Source: an optimization exercise on an open RTL-to-GDS flow (aim: small area and a short achievable clock period). Production flows keep margins and buffers that such runs may drop.
Power is estimated from default activity; no workload was simulated.

Design mac, start of the top module:
module mac(A, B, C, D, clk, reset, Acc);
  input [7:0] A, B, C, D;
  input clk, reset;
  output [31:0] Acc;
  reg [31:0] R;
  reg [1:0] V;
  reg [8:0] W;
  wire p_A0B0 = ~(A[0] & B[0]);
  wire p_A0B1 = ~(A[0] & B[1]);
  wire p_A0B2 = ~(A[0] & B[2]);
  wire p_A0B3 = ~(A[0] & B[3]);
  wire p_A0B4 = ~(A[0] & B[4]);
  wire p_A0B5 = ~(A[0] & B[5]);
  wire p_A0B6 = ~(A[0] & B[6]);
  wire p_A0B7 = ~(A[0] & B[7]);
  wire p_A1B0 = ~(A[1] & B[0]);
  wire p_A1B1 = ~(A[1] & B[1]);
  wire p_A1B2 = ~(A[1] & B[2]);
  wire p_A1B3 = ~(A[1] & B[3]);
  wire p_A1B4 = ~(A[1] & B[4]);
  wire p_A1B5 = ~(A[1] & B[5]);
  wire p_A1B6 = ~(A[1] & B[6]);
  wire p_A1B7 = ~(A[1] & B[7]);
  wire p_A2B0 = ~(A[2] & B[0]);
  wire p_A2B1 = ~(A[2] & B[1]);
  wire p_A2B2 = ~(A[2] & B[2]);
  wire p_A2B3 = ~(A[2] & B[3]);
  wire p_A2B4 = ~(A[2] & B[4]);
  wire p_A2B5 = ~(A[2] & B[5]);
  wire p_A2B6 = ~(A[2] & B[6]);
  wire p_A2B7 = ~(A[2] & B[7]);
  wire p_A3B0 = ~(A[3] & B[0]);
  wire p_A3B1 = ~(A[3] & B[1]);
  wire p_A3B2 = ~(A[3] & B[2]);
  wire p_A3B3 = ~(A[3] & B[3]);
  wire p_A3B4 = ~(A[3] & B[4]);
  wire p_A3B5 = ~(A[3] & B[5]);
  wire p_A3B6 = ~(A[3] & B[6]);
  wire p_A3B7 = ~(A[3] & B[7]);
  wire p_A4B0 = ~(A[4] & B[0]);
  wire p_A4B1 = ~(A[4] & B[1]);
  wire p_A4B2 = ~(A[4] & B[2]);
  wire p_A4B3 = ~(A[4] & B[3]);
  wire p_A4B4 = ~(A[4] & B[4]);
  wire p_A4B5 = ~(A[4] & B[5]);
  wire p_A4B6 = ~(A[4] & B[6]);
  wire p_A4B7 = ~(A[4] & B[7]);
  wire p_A5B0 = ~(A[5] & B[0]);
  wire p_A5B1 = ~(A[5] & B[1]);
  wire p_A5B2 = ~(A[5] & B[2]);
  wire p_A5B3 = ~(A[5] & B[3]);
  wire p_A5B4 = ~(A[5] & B[4]);
  wire p_A5B5 = ~(A[5] & B[5]);
  wire p_A5B6 = ~(A[5] & B[6]);
  wire p_A5B7 = ~(A[5] & B[7]);
  wire p_A6B0 = ~(A[6] & B[0]);
  wire p_A6B1 = ~(A[6] & B[1]);
  wire p_A6B2 = ~(A[6] & B[2]);
  wire p_A6B3 = ~(A[6] & B[3]);
  wire p_A6B4 = ~(A[6] & B[4]);
  ...
Size: about 490 cells after synthesis, about 5400 sq um of cells after synthesis.
==> flow/config.mk <==
export PLATFORM = sky130hd
export DESIGN_NAME = mac
export DESIGN_NICKNAME = mac
export VERILOG_FILES = /design/flow/design.v
export SDC_FILE = /design/flow/constraint.sdc
export NUM_CORES = 4
export LEC_CHECK = 0
export CAP_MARGIN = 20
export CORE_MARGIN = 2
export CORE_UTILIZATION = 60
export SETUP_SLACK_MARGIN = 1.5
export SLEW_MARGIN = 20
export SYNTH_HIERARCHICAL = 1
==> flow/constraint.sdc <==
create_clock -name core_clock -period 6.5 [get_ports {clk}]
set_input_delay 1.3000 -clock core_clock [delete_from_list [all_inputs] [get_ports {clk}]]
set_output_delay 1.3000 -clock core_clock [all_outputs]
set_load 0.01 [all_outputs]
standard.sh (not shown) runs the stock make flow with config.mk's settings and CLKGATE_MAP_FILE= SYNTH_SCRIPT=/design/flow/synth_recipe.tcl, a recipe that flattens the netlist after the stock synthesis.
==> flow/flow/run.sh <==
#!/bin/bash
# Standard ORFS flow (the standard.sh), with the port buffers made of
# sky130_fd_sc_hd__buf_2 instead of buffer_ports' default cell.
set -o pipefail
export BUFFER_PORTS_ARGS="-buffer_cell sky130_fd_sc_hd__buf_2"
bash standard.sh finish 2>&1 | tee standard_flow.log
Then changed:
--- a/flow/design.v
+++ b/flow/design.v
@@ -349,26 +349,25 @@
   mac_fa u_s42 (s40, ~c30, c29, s42, c42);
   mac_xor u_s43 (s41, s42, s43);
   assign c43 = ~s41 & ~s42;
   mac_fa u_s44 (R[7], W[0], (A[0] & B[7]), s44, c44);
   mac_fa u_s45 (p_A1B6, p_A2B5, p_A3B4, s45, c45);
   mac_fa u_s46 (p_A4B3, p_A5B2, p_A6B1, s46, c46);
   mac_fa u_s47 (p_A7B0, p_C0D7, p_C1D6, s47, c47);
   mac_fa u_s48 (p_C2D5, p_C3D4, p_C4D3, s48, c48);
   mac_fa u_s49 (p_C5D2, p_C6D1, p_C7D0, s49, c49);
   mac_fa u_s50 (c31, c32, c33, s50, c50);
   mac_fa u_s51 (c34, c35, ~s44, s51, c51);
   mac_fa u_s52 (s45, s46, s47, s52, c52);
-  mac_x3 u_s53 (s48, s49, c36, s53);
-  mac_mj u_c53 (s48, s49, c36, c53);
+  mac_fa u_s53 (s48, s49, c36, s53, c53);
   mac_fa u_s54 (c37, s50, c38, s54, c54);
   mac_fa u_s55 (s51, s52, s53, s55, c55);
   mac_fa u_s56 (c39, s54, c40, s56, c56);
   mac_fa u_s57 (s55, c41, s56, s57, c57);
   mac_xor u_s58 (c42, s57, s58);
   assign c58 = ~c42 & ~s57;
   mac_fa u_s59 (R[8], W[1], p_A1B7, s59, c59);
   mac_fa u_s60 (p_A2B6, p_A3B5, p_A4B4, s60, c60);
   mac_fa u_s61 (p_A5B3, p_A6B2, p_A7B1, s61, c61);
   mac_fa u_s62 (p_C1D7, p_C2D6, p_C3D5, s62, c62);
   mac_fa u_s63 (p_C4D4, p_C5D3, p_C6D2, s63, c63);
   mac_fa u_s64 (p_C7D1, c45, c46, s64, c64);
@@ -384,53 +383,50 @@
   assign c73 = ~c57 & c58;
   mac_fa u_s74 (R[9], W[2], (A[2] & B[7]), s74, c74);
   mac_fa u_s75 (p_A3B6, p_A4B5, p_A5B4, s75, c75);
   mac_fa u_s76 (p_A6B3, p_A7B2, p_C2D7, s76, c76);
   mac_fa u_s77 (p_C3D6, p_C4D5, p_C5D4, s77, c77);
   mac_fa u_s78 (p_C6D3, p_C7D2, c59, s78, c78);
   mac_fa u_s79 (c60, c61, c62, s79, c79);
   mac_fa u_s80 (c63, s75, ~s74, s80, c80);
   mac_fa u_s81 (s76, s77, s78, s81, c81);
   mac_fa u_s82 (c64, c65, c66, s82, c82);
   mac_fa u_s83 (c67, s79, s80, s83, c83);
   mac_fa u_s84 (s81, c68, s82, s84, c84);
-  mac_x3 u_s85 (c69, s83, c70, s85);
-  mac_mj u_c85 (c69, s83, c70, c85);
+  mac_fa u_s85 (c69, s83, c70, s85, c85);
   mac_fa u_s86 (s84, c71, s85, s86, c86);
   mac_xor u_s87 (c72, s86, s87);
   assign c87 = ~c72 & ~s86;
   mac_fa u_s88 (W[3], ~R[10], p_A3B7, s88, c88);
   mac_fa u_s89 (p_A4B6, p_A5B5, p_A6B4, s89, c89);
   mac_fa u_s90 (p_A7B3, p_C3D7, p_C4D6, s90, c90);
   mac_fa u_s91 (p_C5D5, p_C6D4, p_C7D3, s91, c91);
   mac_fa u_s92 (c75, c76, c77, s92, c92);
   mac_fa u_s93 (s88, s89, ~c74, s93, c93);
   mac_fa u_s94 (s90, s91, c78, s94, c94);
   mac_fa u_s95 (c79, s92, c80, s95, c95);
   mac_fa u_s96 (s93, c81, s94, s96, c96);
   mac_fa u_s97 (c82, c83, s95, s97, c97);
   mac_fa u_s98 (s96, c84, s97, s98, c98);
-  mac_x3 u_s99 (c85, s98, c86, s99);
-  mac_mj u_c99 (c85, s98, c86, c99);
+  mac_fa u_s99 (c85, s98, c86, s99, c99);
   mac_fa u_s100 (R[11], W[4], p_A4B7, s100, c100);
   mac_fa u_s101 (p_A5B6, p_A6B5, p_A7B4, s101, c101);
   mac_fa u_s102 (p_C4D7, p_C5D6, p_C6D5, s102, c102);
   mac_fa u_s103 (p_C7D4, c88, c89, s103, c103);
   mac_fa u_s104 (c90, c91, s100, s104, c104);
   mac_fa u_s105 (s101, s102, c92, s105, c105);
   mac_fa u_s106 (s103, c93, s104, s106, c106);
   mac_fa u_s107 (c94, s105, c95, s107, c107);
   mac_fa u_s108 (s106, c96, s107, s108, c108);
-  mac_x3 u_s109 (c97, s108, c98, s109);
-  mac_mj u_c109 (c97, s108, c98, c109);
+  mac_fa u_s109 (c97, s108, c98, s109, c109);
   mac_fa u_s110 (R[12], W[5], p_A5B7, s110, c110);
   mac_fa u_s111 (p_A6B6, p_A7B5, p_C5D7, s111, c111);
   mac_fa u_s112 (p_C6D6, p_C7D5, c100, s112, c112);
   mac_fa u_s113 (c101, c102, s110, s113, c113);
   mac_fa u_s114 (s111, c103, s112, s114, c114);
   mac_fa u_s115 (c104, s113, c105, s115, c115);
   mac_fa u_s116 (s114, c106, s115, s116, c116);
   mac_fa u_s117 (c107, s116, c108, s117, c117);
   mac_fa u_s118 (R[13], W[6], p_A6B7, s118, c118);
   mac_fa u_s119 (p_A7B6, p_C6D7, p_C7D6, s119, c119);
   mac_fa u_s120 (c110, c111, s118, s120, c120);
   mac_fa u_s121 (s119, c112, c113, s121, c121);
Maximum frequency decreases by a few percent.
Wire length decreases by a few percent.
Combinational power decreases by a few percent.
Setup slack gets worse by 230 ps.
Core utilization increases by 0.36 points.
No run of this note included a check of the RTL's function; only the layout flow was run.

==> re-timing with driven ports <==
No port has a modelled driver above. Below, the same layouts with a new extraction and two added sets of constraints.
Step 1 assumes that a clkbuf_16 drives the clock port and a buf_2 every other input.
Step 2 times the ports against the registers' clock, not the clock port: input delays grow and output delays shrink by t, the midpoint of the rising clock arrivals with the driver on.
a / b / c = ideal ports / drivers / drivers and shift; a / b = the first two.
| run | t, ns | setup WS [ns] | worst hold slack (ns) |
|---|---|---|---|
| the first run | 0.341 | 2.198 / 2.168 / 1.924 | 0.497 / 0.497 / 0.497 |
| the second run | 0.336 | 1.964 / 1.972 / 1.636 | 0.491 / 0.491 / 0.491 |
After both steps setup and hold are still met in every run listed. The setup slack of the second run, which loses most, moves by +0.008 ns with the drivers and by -0.328 ns with both steps.
